Background: an optimization exercise with open tools, aiming at small area, a short achievable clock period and few clock cycles. Do not read the settings as production practice.
At most, simulation tests tie the RTL to the original design; equivalence was not proved.

before:
==> flow/design.v (excerpt) <==
module mmm_r2mm_2n
#(
    parameter K = 256
)
(
    input   wire            clk     ,
    input   wire            rst_n   ,
    input   wire [K-1  :0]  x       ,
    input   wire [K-1  :0]  y       ,
    input   wire [K-1  :0]  m       ,
    input   wire            req     ,
    output  wire [K-1  :0]  res     ,
    output  reg             val     
);
localparam KD = 8;
localparam SW = 265;
reg  [255:0]  Yr, Mr;
reg  [SW-1:0] Sr, Cr;
reg           cinr;
reg  [31:0]   sel;
reg  [5:0]    cnt;
reg           s32;
wire [SW-1:0] ns, nc;
wire ncin;
wire idle  = (cnt == 6'd0);
wire start = req & idle;
wire it    = (cnt != 6'd0) && (cnt <= 6'd33);
wire f1    = (cnt == 6'd34);
wire f2    = (cnt == 6'd35);
wire clr   = idle | f2;
always @(posedge clk) begin Mr <= m; end
wire [KD-1:0] inv_t, inv3_t;
mmm_inv u_inv (.a(Mr[KD-1:1]), .inv(inv_t), .inv3(inv3_t));
wire [KD-1:0] q_0;
mmm_q u_q0 (.clk(clk), .clr(clr), .ns(ns[KD-1:0]), .nc(nc[KD-1:0]), .ncin(ncin), .inv(inv_t), .inv3(inv3_t), .q(q_0));
integer i;
reg [KD-1:0] xn, mn;
always @* begin
    xn = {KD{1'b0}}; mn = {KD{1'b0}};
    for (i = 1; i < 32; i = i + 1) begin
        xn = xn | ({KD{sel[i]}} & x[i*KD +: KD]);
        if (i < 31) mn = mn | ({KD{sel[i+1]}} & Mr[i*KD +: KD]);
        else mn = mn | ({KD{s32}} & Mr[i*KD +: KD]);
    end
end
always @(posedge clk) s32 <= it & sel[31];
reg          s255, bor, ptop;
always @(posedge clk) s255 <= x[255];
reg [31:0] xg, xgn;
always @* begin
    xgn = {32{1'b0}};
    xgn[7:0] = xgn[7:0] | ({KD{sel[1]}} & x[15:8]);
    xgn[7:0] = xgn[7:0] | ({KD{sel[2]}} & x[23:16]);
    xgn[7:0] = xgn[7:0] | ({KD{sel[3]}} & x[31:24]);
    xgn[7:0] = xgn[7:0] | ({KD{sel[4]}} & x[39:32]);
    xgn[7:0] = xgn[7:0] | ({KD{sel[5]}} & x[47:40]);
    xgn[7:0] = xgn[7:0] | ({KD{sel[6]}} & x[55:48]);
  ...
clock: 30.0 ns
lec_check: 0
cap_margin: 20
cell_pad_in_sites_detail_placement: 1
core_margin: 2
core_utilization: 55
setup_slack_margin: 2
slew_margin: 20
synth_hierarchical: 1
synth_minimum_keep_size: 0
tns_end_percent: 25
standard.sh (not shown) runs the stock make flow with config.mk's settings and CLKGATE_MAP_FILE= SYNTH_SCRIPT=/design/flow/synth_recipe.tcl, a recipe that flattens the netlist after the stock synthesis.
==> flow/flow/run.sh <==
#!/bin/bash
set -uo pipefail
bash standard.sh SETUP_SLACK_MARGIN=22.5 MATCH_CELL_FOOTPRINT=0 \
  'BUFFER_PORTS_ARGS=-buffer_cell sky130_fd_sc_hd__buf_2' finish > standard_flow.log 2>&1
Testbench counts of before, summed over its fixed seeds: cycles 34,568.
Input-level comparison between after and before:
--- a/flow/design.v
+++ b/flow/design.v
@@ -391,18 +391,20 @@
 wire it    = (cnt != 6'd0) && (cnt <= 6'd33);
 wire f1    = (cnt == 6'd34);
 wire f2    = (cnt == 6'd35);
 wire clr   = idle | f2;
 always @(posedge clk) begin Mr <= m; end
 wire [KD-1:0] inv_t, inv3_t;
 mmm_inv u_inv (.a(Mr[KD-1:1]), .inv(inv_t), .inv3(inv3_t));
 wire [KD-1:0] q_0;
 mmm_q u_q0 (.clk(clk), .clr(clr), .ns(ns[KD-1:0]), .nc(nc[KD-1:0]), .ncin(ncin), .inv(inv_t), .inv3(inv3_t), .q(q_0));
+wire [KD-1:0] q_1;
+mmm_q u_q1 (.clk(clk), .clr(clr), .ns(ns[KD-1:0]), .nc(nc[KD-1:0]), .ncin(ncin), .inv(inv_t), .inv3(inv3_t), .q(q_1));
 integer i;
 reg [KD-1:0] xn, mn;
 always @* begin
     xn = {KD{1'b0}}; mn = {KD{1'b0}};
     for (i = 1; i < 32; i = i + 1) begin
         xn = xn | ({KD{sel[i]}} & x[i*KD +: KD]);
         if (i < 31) mn = mn | ({KD{sel[i+1]}} & Mr[i*KD +: KD]);
         else mn = mn | ({KD{s32}} & Mr[i*KD +: KD]);
     end
@@ -458,19 +460,20 @@
 mmm_bd u_bd1 (.clk(clk), .d(be), .one(bo_1), .two(bt_1), .neg(bn_1));
 always @(posedge clk) begin
     if (start) sel <= {{29{1'b0}}, 3'b100};
     else if (it) sel <= {sel[30:0], 1'b0};
     else sel <= {{30{1'b0}}, 2'b10};
 end
 wire [2047:0] pq;
 genvar gj;
 generate for (gj = 0; gj < KD; gj = gj + 1) begin : g_pp
-    assign pq[gj*256+0 +: 256] = ~({256{q_0[gj]}} & Mr[255:0]);
+    assign pq[gj*256+0 +: 128] = ~({128{q_0[gj]}} & Mr[127:0]);
+    assign pq[gj*256+128 +: 128] = ~({128{q_1[gj]}} & Mr[255:128]);
 end endgenerate
 wire [1027:0] px;
 wire [3:0] pxn, pxs;
 wire [256:0] y1 = {1'b0, Yr};
 wire [256:0] y2 = {Yr, 1'b0};
 assign px[127:0] = ~(({128{bo_0[0]}} & y1[127:0]) | ({128{bt_0[0]}} & y2[127:0])) ^ {128{bn_0[0]}};
 assign px[384:257] = ~(({128{bo_0[1]}} & y1[127:0]) | ({128{bt_0[1]}} & y2[127:0])) ^ {128{bn_0[1]}};
 assign px[641:514] = ~(({128{bo_0[2]}} & y1[127:0]) | ({128{bt_0[2]}} & y2[127:0])) ^ {128{bn_0[2]}};
 assign px[898:771] = ~(({128{bo_0[3]}} & y1[127:0]) | ({128{bt_0[3]}} & y2[127:0])) ^ {128{bn_0[3]}};
Findings:
after finished every step from synthesis to the final layout, and the layout passed the timing, design-rule and antenna checks.
On final period utilization, before tracks after almost exactly.
Worst-case setup margin in the final layout (higher): after
Any difference in highest attainable clock frequency between before and after is small enough to ignore.
Delta (after minus before): clock-buffer cell count moved up, half-perimeter wire length of the detailed placement result moved up, post-route cell area moved up.
[after] clock skew after layout rose 25 ps relative to before
The critical setup path kind comes out reg -> out in one run and in -> reg in the other, namely in after and before respectively.
For after, only the layout was checked, not whether the RTL still works.

-- separate check: timing with driven ports --
The flow's constraints put no driver on any port. The routed layouts listed below were extracted and timed again, unchanged, in two steps.
Step 1, drivers: a clkbuf_16 drives clk and a buf_2 each remaining input, both assumed.
Step 2 times the ports against the registers' clock, not the clock port: input delays grow and output delays shrink by t, the midpoint of the rising clock arrivals with the driver on.
Three values: no drivers, after step 1, after step 2; two values: the first two.
| run | t, ns | setup WS [ns] | slew at the worst register clock pin (ns) |
|---|---|---|---|
| before | 1.016 | 22.321 / 22.207 / 21.385 | 0.07 / 0.07 |
| after | 1.014 | 22.333 / 22.213 / 21.655 | 0.07 / 0.07 |
After both steps every run listed still meets setup and hold. The setup slack of before, which loses most, moves by -0.114 ns with the drivers and by -0.936 ns with both steps.
